Source: an optimization exercise on an open RTL-to-GDS flow (aim: small area). Production flows keep margins and buffers that such runs may drop. Function was checked by simulation only, so behaviour that the tests miss may differ from the original. No activity file was given, so power comes from the tool's default toggle rates.

--- design/flow/config.mk ---
export PLATFORM = sky130hd
export DESIGN_NAME = completekeccak
export DESIGN_NICKNAME = completekeccak
export VERILOG_FILES = /design/flow/design.v
export SDC_FILE = /design/flow/constraint.sdc
export NUM_CORES = 4
export LEC_CHECK = 0
export CAP_MARGIN = 20
export CORE_MARGIN = 2
export CORE_UTILIZATION = 30
export PLACE_DENSITY = 0.45
export SLEW_MARGIN = 20
--- design/flow/constraint.sdc ---
create_clock -name core_clock -period 10.0 [get_ports {clk}]
set_input_delay 2.0000 -clock core_clock [delete_from_list [all_inputs] [get_ports {clk}]]
set_output_delay 2.0000 -clock core_clock [all_outputs]
set_load 0.01 [all_outputs]
--- design/flow/design.v ---
`timescale 1ns / 1ps
module counter(clk , rst , count
    );
    input clk,rst;
    output [6:0] count;
    reg [6:0] count;
    always@(posedge clk)
    begin
        if(rst)
        count <= 7'b1;
        else if(count<77)
        count <= count + 1;
    end
endmodule
`timescale 1ns / 1ps
module SIPO(a,b,clk,count
    );
    input [63:0] a;input clk;input [6:0] count;
    output [1599:0] b;
    reg [1599:0] c;
    assign b=c;
    always@(posedge clk)
    begin
     if(count<27)
     c<={a,c[1599:64]};
     else
     c<=c;      
    end
endmodule
`timescale 1ns / 1ps
module PISO(a,b,clk,count
    );
    input [1599:0] a;input clk; input [6:0] count;
    output  [63:0] b;reg [1599:0]c;
   assign b=c[1599:1536];
   always@(posedge clk)
   begin
        if(count ==52)
        c<=a;
      if(count<77&&count>52)
      begin
           c<={c[1535:0],64'd0};
      end  
   end
endmodule
module stringtostate (str,a00,a01,a02,a03,a04,a10,a11,a12,a13,a14,a20,a21,a22,a23,a24,a30,a31,a32,a33,a34,a40,a41,a42,a43,a44);
input [1599:0] str;
output [63:0]a00,a01,a02,a03,a04;
output [63:0]a10,a11,a12,a13,a14;
output [63:0]a20,a21,a22,a23,a24;
output [63:0]a30,a31,a32,a33,a34;
output [63:0]a40,a41,a42,a43,a44;
assign  a00[63:0]= str[63:0];
assign  a01[63:0]= str[383:320];
assign  a02[63:0]= str[703:640];
assign  a03[63:0]= str[1023:960];
assign  a04[63:0]= str[1343:1280];
assign  a10[63:0]= str[127:64];
assign  a11[63:0]= str[447:384];
assign  a12[63:0]= str[767:704];
assign  a13[63:0]= str[1087:1024];
assign  a14[63:0]= str[1407:1344];
assign  a20[63:0]= str[191:128];
assign  a21[63:0]= str[511:448];
assign  a22[63:0]= str[831:768];
assign  a23[63:0]= str[1151:1088];
assign  a24[63:0]= str[1471:1408];
assign  a30[63:0]= str[255:192];
assign  a31[63:0]= str[575:512];
assign  a32[63:0]= str[895:832];
assign  a33[63:0]= str[1215:1152];
assign  a34[63:0]= str[1535:1472];
assign  a40[63:0]= str[319:256];
assign  a41[63:0]= str[639:576];
assign  a42[63:0]= str[959:896];
assign  a43[63:0]= str[1279:1216];
assign  a44[63:0]= str[1599:1536];
endmodule
`timescale 1ns / 1ps
module statetostring(a00,a01,a02,a03,a04,a10,a11,a12,a13,a14,a20,a21,a22,a23,a24,a30,a31,a32,a33,a34,a40,a41,a42,a43,a44,str);
input [63:0]a00,a01,a02,a03,a04;
input [63:0]a10,a11,a12,a13,a14;
input [63:0]a20,a21,a22,a23,a24;
input [63:0]a30,a31,a32,a33,a34;
input [63:0]a40,a41,a42,a43,a44;
output [1599:0] str;
assign str[1599:0]={a00,a10,a20,a30,a40,a01,a11,a21,a31,a41,a02,a12,a22,a32,a42,a03,a13,a23,a33,a43,a04,a14,a24,a34,a44};
endmodule
`timescale 1ns / 1ps
module ROL(offset,a,b
    );
    input [31:0] offset;input [63:0]a;output [63:0]b;
    assign b= (a<<offset) ^ (a>>64-offset); 
endmodule
`timescale 1ns / 1ps
module theta(a00,a01,a02,a03,a04,a10,a11,a12,a13,a14,a20,a21,a22,a23,a24,a30,a31,a32,a33,a34,a40,a41,a42,a43,a44,
b00,b01,b02,b03,b04,b10,b11,b12,b13,b14,b20,b21,b22,b23,b24,b30,b31,b32,b33,b34,b40,b41,b42,b43,b44
    );
input [63:0]a00,a01,a02,a03,a04;
input [63:0]a10,a11,a12,a13,a14;
input [63:0]a20,a21,a22,a23,a24;
input [63:0]a30,a31,a32,a33,a34;
input [63:0]a40,a41,a42,a43,a44;
output [63:0]b00,b01,b02,b03,b04;
output [63:0]b10,b11,b12,b13,b14;
output [63:0]b20,b21,b22,b23,b24;
output [63:0]b30,b31,b32,b33,b34;
output [63:0]b40,b41,b42,b43,b44;
wire [63:0] C [4:0];
assign C[0]=a00^a01^a02^a03^a04;
assign C[1]=a10^a11^a12^a13^a14;
assign C[2]=a20^a21^a22^a23^a24;
assign C[3]=a30^a31^a32^a33^a34;
assign C[4]=a40^a41^a42^a43^a44;
wire [63:0] D [4:0];
wire [63:0] E [4:0];
  ROL A1 (1,C[0],E[0]);
  ROL A2 (1,C[1],E[1]);
  ROL A3 (1,C[2],E[2]);
  ROL A4 (1,C[3],E[3]);
  ROL A5 (1,C[4],E[4]);
assign D[0]=C[4]^E[1];
assign D[1]=C[0]^E[2];
assign D[2]=C[1]^E[3];
assign D[3]=C[2]^E[4];
assign D[4]=C[3]^E[0];
assign b00 = a00^D[0],b01=a01^D[0],b02=a02^D[0],b03=a03^D[0],b04=a04^D[0];
assign b10 = a10^D[1],b11=a11^D[1],b12=a12^D[1],b13=a13^D[1],b14=a14^D[1];
assign b20 = a20^D[2],b21=a21^D[2],b22=a22^D[2],b23=a23^D[2],b24=a24^D[2];
assign b30 = a30^D[3],b31=a31^D[3],b32=a32^D[3],b33=a33^D[3],b34=a34^D[3];
assign b40 = a40^D[4],b41=a41^D[4],b42=a42^D[4],b43=a43^D[4],b44=a44^D[4];
endmodule
`timescale 1ns / 1ps
module rhoo(a00,a01,a02,a03,a04,a10,a11,a12,a13,a14,a20,a21,a22,a23,a24,a30,a31,a32,a33,a34,a40,a41,a42,a43,a44,
b00,b01,b02,b03,b04,b10,b11,b12,b13,b14,b20,b21,b22,b23,b24,b30,b31,b32,b33,b34,b40,b41,b42,b43,b44
    );
input [63:0]a00,a01,a02,a03,a04;
input [63:0]a10,a11,a12,a13,a14;
input [63:0]a20,a21,a22,a23,a24;
input [63:0]a30,a31,a32,a33,a34;
input [63:0]a40,a41,a42,a43,a44;
output [63:0]b00,b01,b02,b03,b04;
output [63:0]b10,b11,b12,b13,b14;
output [63:0]b20,b21,b22,b23,b24;
output [63:0]b30,b31,b32,b33,b34;
output [63:0]b40,b41,b42,b43,b44;
    ROL A1 (0,a00,b00);
    ROL A2 (1,a10,b10);
    ROL A3 (3,a02,b02);
    ROL A4 (6,a21,b21);
    ROL A5 (10,a12,b12);
    ROL A6 (15,a23,b23);
    ROL A7 (21,a33,b33);
    ROL A8 (28,a30,b30);
    ROL A9 (36,a01,b01);
    ROL A10(45,a13,b13);
    ROL A11 (55,a31,b31);
    ROL A12 (2,a14,b14);
    ROL A13 (14,a44,b44);
    ROL A14 (27,a40,b40);
    ROL A15 (41,a03,b03);
    ROL A16 (56,a34,b34);
    ROL A17 (8,a43,b43);
    ROL A18 (25,a32,b32);
    ROL A19 (43,a22,b22);
    ROL A20 (62,a20,b20);
    ROL A21 (18,a04,b04);
    ROL A22 (39,a42,b42);
    ROL A23 (61,a24,b24);
    ROL A24 (20,a41,b41);
    ROL A25 (44,a11,b11);
endmodule
`timescale 1ns / 1ps
module pi(a00,a01,a02,a03,a04,a10,a11,a12,a13,a14,a20,a21,a22,a23,a24,a30,a31,a32,a33,a34,a40,a41,a42,a43,a44,
b00,b01,b02,b03,b04,b10,b11,b12,b13,b14,b20,b21,b22,b23,b24,b30,b31,b32,b33,b34,b40,b41,b42,b43,b44
    );
input [63:0]a00,a01,a02,a03,a04;
input [63:0]a10,a11,a12,a13,a14;
input [63:0]a20,a21,a22,a23,a24;
input [63:0]a30,a31,a32,a33,a34;
input [63:0]a40,a41,a42,a43,a44;
output [63:0]b00,b01,b02,b03,b04;
output [63:0]b10,b11,b12,b13,b14;
output [63:0]b20,b21,b22,b23,b24;
output [63:0]b30,b31,b32,b33,b34;
output [63:0]b40,b41,b42,b43,b44;
assign b00=a00,b01=a30,b02=a10,b03=a40,b04=a20;
assign b10=a11,b11=a41,b12=a21,b13=a01,b14=a31;
assign b20=a22,b21=a02,b22=a32,b23=a12,b24=a42;
assign b30=a33,b31=a13,b32=a43,b33=a23,b34=a03;
assign b40=a44,b41=a24,b42=a04,b43=a34,b44=a14;
endmodule
`timescale 1ns / 1ps
module Xita(a00,a01,a02,a03,a04,a10,a11,a12,a13,a14,a20,a21,a22,a23,a24,a30,a31,a32,a33,a34,a40,a41,a42,a43,a44,
b00,b01,b02,b03,b04,b10,b11,b12,b13,b14,b20,b21,b22,b23,b24,b30,b31,b32,b33,b34,b40,b41,b42,b43,b44
    );
input [63:0]a00,a01,a02,a03,a04;
input [63:0]a10,a11,a12,a13,a14;
input [63:0]a20,a21,a22,a23,a24;
input [63:0]a30,a31,a32,a33,a34;
input [63:0]a40,a41,a42,a43,a44;
output [63:0]b00,b01,b02,b03,b04;
output [63:0]b10,b11,b12,b13,b14;
output [63:0]b20,b21,b22,b23,b24;
output [63:0]b30,b31,b32,b33,b34;
output [63:0]b40,b41,b42,b43,b44;
assign b00 = a00^((~(a10))&a20),b10 = a10^((~(a20))&a30),b20 = a20^((~(a30))&a40),b30 = a30^((~(a40))&a00),b40 = a40^((~(a00))&a10);
assign b01 = a01^((~(a11))&a21),b11 = a11^((~(a21))&a31),b21 = a21^((~(a31))&a41),b31 = a31^((~(a41))&a01),b41 = a41^((~(a01))&a11);
assign b02 = a02^((~(a12))&a22),b12 = a12^((~(a22))&a32),b22 = a22^((~(a32))&a42),b32 = a32^((~(a42))&a02),b42 = a42^((~(a02))&a12);
assign b03 = a03^((~(a13))&a23),b13 = a13^((~(a23))&a33),b23 = a23^((~(a33))&a43),b33 = a33^((~(a43))&a03),b43 = a43^((~(a03))&a13);
assign b04 = a04^((~(a14))&a24),b14 = a14^((~(a24))&a34),b24 = a24^((~(a34))&a44),b34 = a34^((~(a44))&a04),b44 = a44^((~(a04))&a14);
endmodule
`timescale 1ns / 1ps
module thota(a00,a01,a02,a03,a04,a10,a11,a12,a13,a14,a20,a21,a22,a23,a24,a30,a31,a32,a33,a34,a40,a41,a42,a43,a44,
b00,b01,b02,b03,b04,b10,b11,b12,b13,b14,b20,b21,b22,b23,b24,b30,b31,b32,b33,b34,b40,b41,b42,b43,b44
,ir
    );
input [63:0]a00,a01,a02,a03,a04;
input [63:0]a10,a11,a12,a13,a14;
input [63:0]a20,a21,a22,a23,a24;
input [63:0]a30,a31,a32,a33,a34;
input [63:0]a40,a41,a42,a43,a44;
input [6:0]ir;
output [63:0]b00,b01,b02,b03,b04;
output [63:0]b10,b11,b12,b13,b14;
output [63:0]b20,b21,b22,b23,b24;
output [63:0]b30,b31,b32,b33,b34;
output [63:0]b40,b41,b42,b43,b44;
wire [63:0] rc;
assign rc= ir==0?64'h0000000000000001:ir==1?64'h0000000000008082:ir==2?64'h800000000000808a:
ir==3?64'h8000000080008000:ir==4?64'h000000000000808b:ir==5?64'h0000000080000001:
ir==6?64'h8000000080008081:ir==7?64'h8000000000008009:ir==8?64'h000000000000008a:ir==9?64'h0000000000000088
:ir==10?64'h0000000080008009:ir==11?64'h000000008000000a:ir==12?64'h000000008000808b:
ir==13?64'h800000000000008b:ir==14?64'h8000000000008089:ir==15?64'h8000000000008003:
ir==16?64'h8000000000008002:ir==17?64'h8000000000000080:ir==18?64'h000000000000800a:
ir==19?64'h800000008000000a:ir==20?64'h8000000080008081:ir==21?64'h8000000000008080:
ir==22?64'h0000000080000001:ir==23?64'h8000000080008008:0;
assign b00 = a00^rc,b01 = a01,b02 = a02,b03 = a03,b04 = a04;
assign b10 = a10,b11 = a11,b12 = a12,b13 = a13,b14 = a14;
assign b20 = a20,b21 = a21,b22 = a22,b23 = a23,b24 = a24;
assign b30 = a30,b31 = a31,b32 = a32,b33 = a33,b34 = a34;
assign b40 = a40,b41 = a41,b42 = a42,b43 = a43,b44 = a44;
endmodule
`timescale 1ns / 1ps
module round(a00,a01,a02,a03,a04,a10,a11,a12,a13,a14,a20,a21,a22,a23,a24,a30,a31,a32,a33,a34,a40,a41,a42,a43,a44,
b00,b01,b02,b03,b04,b10,b11,b12,b13,b14,b20,b21,b22,b23,b24,b30,b31,b32,b33,b34,b40,b41,b42,b43,b44
,ir
    );
input [6:0] ir;   
input [63:0]a00,a01,a02,a03,a04;
input [63:0]a10,a11,a12,a13,a14;
input [63:0]a20,a21,a22,a23,a24;
input [63:0]a30,a31,a32,a33,a34;
input [63:0]a40,a41,a42,a43,a44;
output [63:0]b00,b01,b02,b03,b04;
output [63:0]b10,b11,b12,b13,b14;
output [63:0]b20,b21,b22,b23,b24;
output [63:0]b30,b31,b32,b33,b34;
output [63:0]b40,b41,b42,b43,b44;
wire [63:0]c00,c01,c02,c03,c04;
wire [63:0]c10,c11,c12,c13,c14;
wire [63:0]c20,c21,c22,c23,c24;
wire [63:0]c30,c31,c32,c33,c34;
wire [63:0]c40,c41,c42,c43,c44;
wire [63:0]d00,d01,d02,d03,d04;
wire [63:0]d10,d11,d12,d13,d14;
wire [63:0]d20,d21,d22,d23,d24;
wire [63:0]d30,d31,d32,d33,d34;
wire [63:0]d40,d41,d42,d43,d44;
wire [63:0]e00,e01,e02,e03,e04;
wire [63:0]e10,e11,e12,e13,e14;
wire [63:0]e20,e21,e22,e23,e24;
wire [63:0]e30,e31,e32,e33,e34;
wire [63:0]e40,e41,e42,e43,e44;
wire [63:0]f00,f01,f02,f03,f04;
wire [63:0]f10,f11,f12,f13,f14;
wire [63:0]f20,f21,f22,f23,f24;
wire [63:0]f30,f31,f32,f33,f34;
wire [63:0]f40,f41,f42,f43,f44;
theta A1(a00,a01,a02,a03,a04,a10,a11,a12,a13,a14,a20,a21,a22,a23,a24,a30,a31,a32,a33,a34,a40,a41,a42,a43,a44
,c00,c01,c02,c03,c04,c10,c11,c12,c13,c14,c20,c21,c22,c23,c24,c30,c31,c32,c33,c34,c40,c41,c42,c43,c44);
rhoo A2(c00,c01,c02,c03,c04,c10,c11,c12,c13,c14,c20,c21,c22,c23,c24,c30,c31,c32,c33,c34,c40,c41,c42,c43,c44,
d00,d01,d02,d03,d04,d10,d11,d12,d13,d14,d20,d21,d22,d23,d24,d30,d31,d32,d33,d34,d40,d41,d42,d43,d44);
pi A3(d00,d01,d02,d03,d04,d10,d11,d12,d13,d14,d20,d21,d22,d23,d24,d30,d31,d32,d33,d34,d40,d41,d42,d43,d44,
e00,e01,e02,e03,e04,e10,e11,e12,e13,e14,e20,e21,e22,e23,e24,e30,e31,e32,e33,e34,e40,e41,e42,e43,e44);
Xita A4(e00,e01,e02,e03,e04,e10,e11,e12,e13,e14,e20,e21,e22,e23,e24,e30,e31,e32,e33,e34,e40,e41,e42,e43,e44,
f00,f01,f02,f03,f04,f10,f11,f12,f13,f14,f20,f21,f22,f23,f24,f30,f31,f32,f33,f34,f40,f41,f42,f43,f44);
thota A5(f00,f01,f02,f03,f04,f10,f11,f12,f13,f14,f20,f21,f22,f23,f24,f30,f31,f32,f33,f34,f40,f41,f42,f43,f44,
b00,b01,b02,b03,b04,b10,b11,b12,b13,b14,b20,b21,b22,b23,b24,b30,b31,b32,b33,b34,b40,b41,b42,b43,b44,ir-7'd28);
endmodule
`timescale 1ns / 1ps
module Keccakf(string1 ,string2 , count,clk);
input [1599:0]string1;input [6:0]count;input clk;
output [1599:0] string2;
wire [63:0]a00,a01,a02,a03,a04;
wire [63:0]a10,a11,a12,a13,a14;
wire [63:0]a20,a21,a22,a23,a24;
wire [63:0]a30,a31,a32,a33,a34;
wire [63:0]a40,a41,a42,a43,a44;
wire [63:0]d00,d01,d02,d03,d04;
wire [63:0]d10,d11,d12,d13,d14;
wire [63:0]d20,d21,d22,d23,d24;
wire [63:0]d30,d31,d32,d33,d34;
wire [63:0]d40,d41,d42,d43,d44;
reg [63:0]e00,e01,e02,e03,e04;
reg [63:0]e10,e11,e12,e13,e14;
reg [63:0]e20,e21,e22,e23,e24;
reg [63:0]e30,e31,e32,e33,e34;
reg [63:0]e40,e41,e42,e43,e44;
wire [63:0]c00,c01,c02,c03,c04;
wire [63:0]c10,c11,c12,c13,c14;
wire [63:0]c20,c21,c22,c23,c24;
wire [63:0]c30,c31,c32,c33,c34;
wire [63:0]c40,c41,c42,c43,c44;
assign d00=e00,d01=e01,d02=e02,d03=e03,d04=e04;
assign d10=e10,d11=e11,d12=e12,d13=e13,d14=e14;
assign d20=e20,d21=e21,d22=e22,d23=e23,d24=e24;
assign d30=e30,d31=e31,d32=e32,d33=e33,d34=e34;
assign d40=e40,d41=e41,d42=e42,d43=e43,d44=e44;
stringtostate S1 (string1,a00,a01,a02,a03,a04,a10,a11,a12,a13,a14,a20,a21,a22,a23,a24,a30,a31,a32,a33,a34,a40,a41,a42,a43,a44);
 round A2(d00,d01,d02,d03,d04,d10,d11,d12,d13,d14,d20,d21,d22,d23,d24,d30,d31,d32,d33,d34,d40,d41,d42,d43,d44,
 c00,c01,c02,c03,c04,c10,c11,c12,c13,c14,c20,c21,c22,c23,c24,c30,c31,c32,c33,c34,c40,c41,c42,c43,c44,count);
always@( posedge clk)
begin
        if(count ==27)
        begin
        e00<=a00;e01<=a01;e02<=a02;e03<=a03;e04<=a04;
        e10<=a10;e11<=a11;e12<=a12;e13<=a13;e14<=a14;
        e20<=a20;e21<=a21;e22<=a22;e23<=a23;e24<=a24;
        e30<=a30;e31<=a31;e32<=a32;e33<=a33;e34<=a34;
        e40<=a40;e41<=a41;e42<=a42;e43<=a43;e44<=a44;
        end
        if(count<52&&count>27)
        begin
           e00<=c00;e01<=c01;e02<=c02;e03<=c03;e04<=c04;
           e10<=c10;e11<=c11;e12<=c12;e13<=c13;e14<=c14;
           e20<=c20;e21<=c21;e22<=c22;e23<=c23;e24<=c24;
           e30<=c30;e31<=c31;e32<=c32;e33<=c33;e34<=c34;
           e40<=c40;e41<=c41;e42<=c42;e43<=c43;e44<=c44;
        end
end
statetostring O1 (d00,d01,d02,d03,d04,d10,d11,d12,d13,d14,d20,d21,d22,d23,d24,d30,d31,d32,d33,d34,d40,d41,d42,d43,d44,string2);
endmodule
`timescale 1ns / 1ps
module completekeccak(a,b,clk,rst
    );
    input [63:0]a;output [63:0] b;input clk;input rst;wire [6:0]count;wire[1599:0] keccakin;wire[1599:0] keccakout;
    counter C (clk,rst,count);
    SIPO s1 (a,keccakin,clk,count);
    Keccakf K1(keccakin,keccakout,count,clk);
    PISO P1(keccakout,b,clk,count);
endmodule
--- design/flow/run.sh ---
#!/bin/bash
# synth_recipe.tcl (not shown) runs the flow's synth.tcl, then flattens the netlist and writes it again
# the make line also repeats each setting of config.mk as NAME=value (left out here)
make -C /OpenROAD-flow-scripts/flow DESIGN_CONFIG=/design/flow/config.mk WORK_HOME=/design/flow/orfs CLKGATE_MAP_FILE= SYNTH_SCRIPT=/design/flow/synth_recipe.tcl finish
==> impl_metrics.yaml, run 1 <==
outcome:
  status: "timing/DRC/antenna clean"
grt:
  grtUsageTotal: 0.307
  grt_pass1_vias: 149000
  grt_pass1_wl_mm: 1590
  overflow: 0
  grt_antenna_before_repair: 143
  grt_max_degree: 245
synth:
  yosys_warnings: 5
  async_flop_share: 0
  avgSynthCellArea_um2: 11.9
  synth-seq-cells: 4807
  syn_area_um2: 236000
  netlist_instances: 19900
  mappedNetlistNets: 19900
  yosys_most_used_dff: "edfxtp_1"
  synth_edf_count: 4736
  seq_area_frac_synth: 0.609
  synth_cell_type_count: 61
floorplanning:
  pin_count: 130
  rows: 325
  die_w_um: 891
  coreArea_um2: 783000
  start_util: 0.301
  die_area_um2: 793000
  die_y_um: 891
pwr:
  power_w: 0.0446
  ir_drop_mv: 0.189
  p_leak_nw: 105
  power_density_nw_per_um2: 159
placement:
  io_buffer_count: 129
  hpwl_mm: 1020
  dp_cells: 30400
  placed_area_um2: 261000
  gp_congestion: 1.03
clock_tree:
  htreeDepth: 6
  cts_resized: 0
  cts_buffers: 593
  cts_root_buffer: "clkbuf_16"
  clkTransAtPathRegs_ps: 60
  cts_tree: "yes"
  post_cts_buffers: 0
  ctsHoldBuffers: 0
  clock_path_buffers: 4
  insertion_delay_ps: 1160
  clock_sinks: 4807
timing:
  skew_ps: 79.5
  grt_setup_unrepaired: "false"
  tightest_slew_ps: 1390
  setup_viol: 0
  finalCriticalPeriod_ps: 5340
  fin_tns_setup_ps: 0
  maxSlewViolCount: 0
  timing.fmax_ghz: 0.187
  fin_crit_sh: 0.534
  hold_viol_final: 0
  max-slew-margin-rel: 0.0635
  hold_ws_ps: 402
cells_and_area:
  final.fill_count: 77100
  stdcell_area_um2: 280000
  final_nets: 20600
  syn_to_final_growth_pct: 18.6
  reg.largest.list: "P1.c x1600, s1.c x1600"
  final_common_cell: "nand2_1"
  layout_common_cells: "nand2_1 (5,285), edfxtp_1 (4,736), o21ai_0 (2,829)"
  drive_gt1_frac: 0.141
  final_cells: 31600
routing:
  wirelength_mm: 1260
  ant_nets: 0
  dr_total_vias: 164000
  vias_per_cell: 5.18
  drt_first_pass_iters: 6
  drcViolationCount: 0
  wl_per_cell_um: 39.8
  drt_iter0_markers: 25300
worst_setup_path:
  crit_slowest_cell: "dfxtp_1"
  path_class: "reg -> reg"
  path_max_fanout: 76
  crit_path_start_kind: "flop"
  regToRegSetupSlack_ps: 4660
  crit_family: "buffers and inverters"
  worst-path-buf-inv: 5
  worst-endpoint-arrival_ps: 6090
  max_stage_delay_ps: 900
  cp.required_ps: 10750
  endpoint_kind: "flop"
  path_cells: "nor2_1 > o22a_4 > buf_12 > inv_8 > buf_12 > buf_4 > buf_4"
worst_hold_path:
  hp-class: "reg -> reg"
flow_run:
  maxCapViolCount: 0
[power by group]
group | switching, W | leakage [nW] | internal, W
clock | 0.00955 | 9.08 | 0.0121
sequential | 0.000239 | 45.4 | 0.0224
combinational | 0.000206 | 50.9 | 0.000157
[final cells by class]
class | count | area [um2] | share of cell area
diodes | 108 | 270 | 0.000966
clock buffers | 763 | 15800 | 0.0566
clock inverters | 308 | 2830 | 0.0101
inverters | 7 | 33.8 | 0.000121
multi-input cells | 14100 | 95200 | 0.340
flip-flops and latches | 4807 | 144000 | 0.513
well taps | 10500 | 13100 | 0.0468
repair buffers | 1038 | 8890 | 0.0318
[cells by family after synthesis]
group | count (synthesis) | synth area share
compound gates | 3255 | 0.0706
xor+xnor | 4489 | 0.197
simple gates | 6351 | 0.106
buf+inv | 966 | 0.0167
mux | 1 | 0.0000477
flops | 4807 | 0.609
fa+ha+maj | 4 | 0.000212
[through the flow]
stage	worst slack [ps]	utilization
final	4660	0.357
after CTS	4910	0.357
after global routing	4600	0.357
after global placement	4980	0.332
after detailed placement	4900	0.333
after floorplan	-28770	-
[cell usage after synthesis (all sizes together), types with 3 or more instances]
cell | number | area (um2)
a31oi | 3 | 18.8
edfxtp | 4736 | 142000
ha | 4 | 50.1
dfxtp | 71 | 1420
nand4 | 4 | 25.0
a21oi | 10 | 50.1
o221ai | 3 | 26.3
nor2 | 627 | 2350
nand2b | 78 | 488
nor3b | 3 | 22.5
nor2b | 317 | 2010
xor2 | 1220 | 11300
nand2 | 5286 | 19800
clkbuf | 803 | 3010
buf | 156 | 891
and2b | 10 | 75.1
xnor3 | 325 | 7320
xnor2 | 2943 | 27900
inv | 7 | 26.3
nor3 | 6 | 30.0
a22oi | 3 | 22.5
or2 | 3 | 18.8
nand3 | 5 | 25.0
o21ai | 3151 | 15800
a22o | 64 | 561
[path summary, 6_finish.rpt]
check,endpoint,cells after the start,from
setup reg to reg,P1.c[504],7,C.count[2]
setup / recovery,P1.c[504],7,C.count[2]
hold reg to reg,s1.c[1314],0,s1.c[1378]
hold / removal,s1.c[1314],0,s1.c[1378]
[layer usage]
| layer | routed length [um] | up-vias | GRT usage | part of all wire |
|---|---|---|---|---|
| met2 | 513000 | 8245 | 0.429 | 0.41 |
| met5 | 1230 | - | 0.00346 | 0.00098 |
| met3 | 148000 | 1456 | 0.115 | 0.12 |
| met1 | 483000 | 84300 | 0.386 | 0.38 |
| met4 | 112000 | 70 | 0.228 | 0.089 |
| li1 | - | 69400 | - | - |
==> run 2, diff against run 1 <==
==> design/flow/design.v (replaced) <==
module completekeccak(a, b, clk, rst);
  input [63:0] a;
  output [63:0] b;
  input clk;
  input rst;
  reg [6:0] cnt;
  reg [1599:0] s;
  always @(posedge clk)
    if (rst) cnt <= 7'd1;
    else if (cnt != 7'd76) cnt <= cnt + 7'd1;
  wire ld    = cnt <= 7'd26;
  wire rnd   = cnt >= 7'd27 && cnt <= 7'd50;
  wire hold  = cnt == 7'd76;
  reg [63:0] rc;
  always @* begin
    case (cnt)
      7'd27: rc = 64'h0000000000000001;  7'd28: rc = 64'h0000000000008082;
      7'd29: rc = 64'h800000000000808a;  7'd30: rc = 64'h8000000080008000;
      7'd31: rc = 64'h000000000000808b;  7'd32: rc = 64'h0000000080000001;
      7'd33: rc = 64'h8000000080008081;  7'd34: rc = 64'h8000000000008009;
      7'd35: rc = 64'h000000000000008a;  7'd36: rc = 64'h0000000000000088;
      7'd37: rc = 64'h0000000080008009;  7'd38: rc = 64'h000000008000000a;
      7'd39: rc = 64'h000000008000808b;  7'd40: rc = 64'h800000000000008b;
      7'd41: rc = 64'h8000000000008089;  7'd42: rc = 64'h8000000000008003;
      7'd43: rc = 64'h8000000000008002;  7'd44: rc = 64'h8000000000000080;
      7'd45: rc = 64'h000000000000800a;  7'd46: rc = 64'h800000008000000a;
      7'd47: rc = 64'h8000000080008081;  7'd48: rc = 64'h8000000000008080;
      7'd49: rc = 64'h0000000080000001;  7'd50: rc = 64'h8000000080008008;
      default: rc = 64'h0;
    endcase
  end
  function [63:0] rotl(input [63:0] x, input integer n);
    rotl = (n == 0) ? x : ((x << n) | (x >> (64 - n)));
  endfunction
  function integer rhoff(input integer i);
    case (i)
      0: rhoff = 0;   1: rhoff = 1;   2: rhoff = 62;  3: rhoff = 28;  4: rhoff = 27;
      5: rhoff = 36;  6: rhoff = 44;  7: rhoff = 6;   8: rhoff = 55;  9: rhoff = 20;
      10: rhoff = 3;  11: rhoff = 10; 12: rhoff = 43; 13: rhoff = 25; 14: rhoff = 39;
      15: rhoff = 41; 16: rhoff = 45; 17: rhoff = 15; 18: rhoff = 21; 19: rhoff = 8;
      20: rhoff = 18; 21: rhoff = 2;  22: rhoff = 61; 23: rhoff = 56; default: rhoff = 14;
    endcase
  endfunction
  reg [63:0] A [0:24];
  reg [63:0] B [0:24];
  reg [63:0] C [0:4];
  reg [63:0] D [0:4];
  reg [1599:0] r;
  integer x, y;
  always @* begin
    for (x = 0; x < 25; x = x + 1) A[x] = s[64*x +: 64];
    for (x = 0; x < 5; x = x + 1)
      C[x] = A[x] ^ A[x+5] ^ A[x+10] ^ A[x+15] ^ A[x+20];
    for (x = 0; x < 5; x = x + 1)
      D[x] = C[(x+4)%5] ^ rotl(C[(x+1)%5], 1);
    for (x = 0; x < 5; x = x + 1)
      for (y = 0; y < 5; y = y + 1)
        B[y + 5*((2*x+3*y)%5)] = rotl(A[x+5*y] ^ D[x], rhoff(x+5*y));
    for (x = 0; x < 5; x = x + 1)
      for (y = 0; y < 5; y = y + 1)
        r[64*(x+5*y) +: 64] = B[x+5*y] ^ (~B[(x+1)%5+5*y] & B[(x+2)%5+5*y]) ^ ((x+5*y == 0) ? rc : 64'h0);
  end
  always @(posedge clk) begin
    if (rnd) s <= r;
    else begin
      s[1535:0] <= s[1599:64];
      s[1599:1536] <= ld ? a : hold ? s[1599:1536] : s[63:0];
    end
  end
  assign b = s[64*23 +: 64];
endmodule
==> run 2 against run 1 <==
Effect of this change: critical path type is now reg -> out; maximum frequency is 18% higher; core utilization down 1.8 points; power rose by 29%; worst setup slack better by 810 ps; largest power group is now combinational cells; register-to-register slack gained 1100 ps.
==> impl_metrics.yaml, run 2 <==
synth:
  syn_area_um2: 128000
  netlist_instances: 11100
  mappedNetlistNets: 11200
  yosys_most_used_dff: "dfxtp_1"
  synth_top_cell_by_area: "xnor3_1"
  yosys_warnings: 5
  synth.top_cell.area_share: 0.324
  netlist_top_cells_area: "xnor3_1 (32%), dfxtp_1 (24%), xnor2_1 (13%)"
  synth_commonest_cells: "xnor2_1 (1,854), xnor3_1 (1,838), nand2_1 (1,682)"
  async_flop_share: 0
  seq_area_frac_synth: 0.258
  avgSynthCellArea_um2: 11.5
  synth-seq-cells: 1614
  yosys.cell_count.top_type: "xnor2_1"
  synth_edf_count: 64
  synth_cell_type_count: 44
pwr:
  power_density_nw_per_um2: 399
  p_leak_nw: 68.8
  power_w: 0.0573
  ir_drop_mv: 0.195
cells_and_area:
  final_common_cell: "xnor2_1"
  reg.largest.list: "s x1600, cnt x7"
  largest_register_ffs: 1600
  layout_common_cells: "xnor2_1 (1,854), xnor3_1 (1,814), nand2_1 (1,682)"
  syn_to_final_growth_pct: 12.6
  regMostFlops: "s"
  final_cells: 17200
  stdcell_area_um2: 144000
  final_nets: 11400
  drive_gt1_frac: 0.0816
routing:
  drt_iter0_markers: 12900
  vias_per_cell: 5.26
  drt_first_pass_iters: 5
  wirelength_mm: 852
  wl_per_cell_um: 49.5
  ant_nets: 0
  drcViolationCount: 0
  dr_total_vias: 90600
clock_tree:
  cts_tree: "yes"
  cts_resized: 0
  htreeDepth: 4
  cts_buffers: 224
  clock_sinks: 1614
  clkTransAtPathRegs_ps: 70
  ctsHoldBuffers: 0
  cts_root_buffer: "clkbuf_16"
  clock_path_buffers: 4
  insertion_delay_ps: 1030
  post_cts_buffers: 0
timing:
  tightest_slew_ps: 1370
  grt_setup_unrepaired: "false"
  max-slew-margin-rel: 0.0857
  finalCriticalPeriod_ps: 4540
  maxSlewViolCount: 0
  setup_viol: 0
  timing.fmax_ghz: 0.220
  fin_crit_sh: 0.454
  fin_tns_setup_ps: 0
  hold_viol_final: 0
  skew_ps: 75.1
worst_setup_path:
  crit_path_start_kind: "flop"
  path_cells: "clkdlybuf4s50_1"
  max_stage_delay_ps: 850
  path_class: "reg -> out"
  worst-path-buf-inv: 1
  crit_slowest_cell: "dfxtp_1"
  endpoint_kind: "primary output"
  crit_family: "flip-flops"
  cp.required_ps: 8000
  path_max_fanout: 4
  worst-endpoint-arrival_ps: 2540
placement:
  io_buffer_count: 129
  gp_congestion: 1.10
  placed_area_um2: 136000
  dp_cells: 16700
  hpwl_mm: 742
floorplanning:
  die_y_um: 656
  coreArea_um2: 424000
  rows: 239
  die_area_um2: 431000
  die_w_um: 656
  pin_count: 130
  start_util: 0.301
flow_run:
  maxCapViolCount: 0
grt:
  grtUsageTotal: 0.386
  grt_pass1_wl_mm: 1030
  grt_max_degree: 236
  overflow: 0
  grt_pass1_vias: 81300
  grt_antenna_before_repair: 134
worst_hold_path:
  hp-class: "reg -> reg"
outcome:
  status: "timing/DRC/antenna clean"
run 2: cell count changes after synthesis, sizes merged, moves of 543 or more:
cell	delta
o21ai	-1545
xor2	-1144
dfxtp	+1479
xnor3	+1524
nand2b	+1317
nand2	-3604
nor2	-543
edfxtp	-4672
xnor2	-765
run 2: logic make-up after synthesis:
kind of cell / count (synthesis) / synth area share
multiplexers: 67 / 0.00587
flip-flops: 1614 / 0.258
XOR/XNOR: 4174 / 0.534
adder cells (fa/ha/maj): 9 / 0.000882
AO/OA/AOI/OAI: 1644 / 0.0650
AND/OR/NAND/NOR: 3252 / 0.125
buffers and inverters: 380 / 0.0120
run 2: path summary, 6_finish.rpt:
check / startpoint / end / slack (ps) / cells after the start
hold / removal: s[373] / s[309] / 440 / 2
setup / recovery: s[1483] / b[11] / 5460 / 1
setup reg to reg: cnt[0] / s[1586] / 5790 / 7
hold reg to reg: s[373] / s[309] / 440 / 2
run 2: cell type report:
type                       instances  area [um2]
fill                           42200      280000
clock buffer                     352        6680
inverter                          10        40.0
multi-input combinational       9146       93300
timing repair buffer             301        2770
clock inverter                    61         773
antenna                           85         213
tap                             5663        7090
sequential                      1614       33000
run 2: stage by stage:
stage               setup WS, ps  hold slack (ps)   util
finish                      5460              440  0.339
global route                5520              473  0.339
CTS                         5410              431  0.339
detailed placement          5470              459  0.321
global placement            5250              459  0.321
floorplan                   6410              439      -
run 2: where the power goes:
| group | internal [W] | leakage, nW | total [W] | switching [W] |
|---|---|---|---|---|
| registers | 0.00684 | 13.8 | 0.00740 | 0.000559 |
| logic | 0.0132 | 51.4 | 0.0413 | 0.0281 |
| clock network | 0.00488 | 3.66 | 0.00864 | 0.00376 |
run 2: layer usage:
layer	GRT usage	share of wire	up-vias
met5	0	0.00030	-
met4	0.303	0.092	38
met3	0.127	0.10	1049
met2	0.534	0.40	4910
met1	0.491	0.40	46900
li1	-	-	37700

==> what the ideal ports hide <==
No port has a modelled driver above. Below, the same layouts with a new extraction and two added sets of constraints. Step 1 (the two cells are an assumption about what drives the block):
set clk [get_ports {clk}]
set_driving_cell -lib_cell sky130_fd_sc_hd__clkbuf_16 $clk
set_driving_cell -lib_cell sky130_fd_sc_hd__buf_2 [delete_from_list [all_inputs] $clk]
Step 2 also shifts input and output timing later by t, the mid clock arrival at the registers, as if the neighbouring blocks saw the same clock. Slacks: no drivers / after step 1 / after step 2; pairs: no drivers / after step 1.
run	shift t [ns]	slack for setup (ns)	worst register clock-pin slew, ns
run 1	1.262	4.656 / 4.656 / 4.656	0.08 / 0.08
run 2	1.119	5.465 / 5.337 / 5.298	0.07 / 0.07
After both steps setup and hold are still met in every run listed. The setup slack of run 2, which loses most, moves by -0.128 ns with the drivers and by -0.167 ns with both steps.
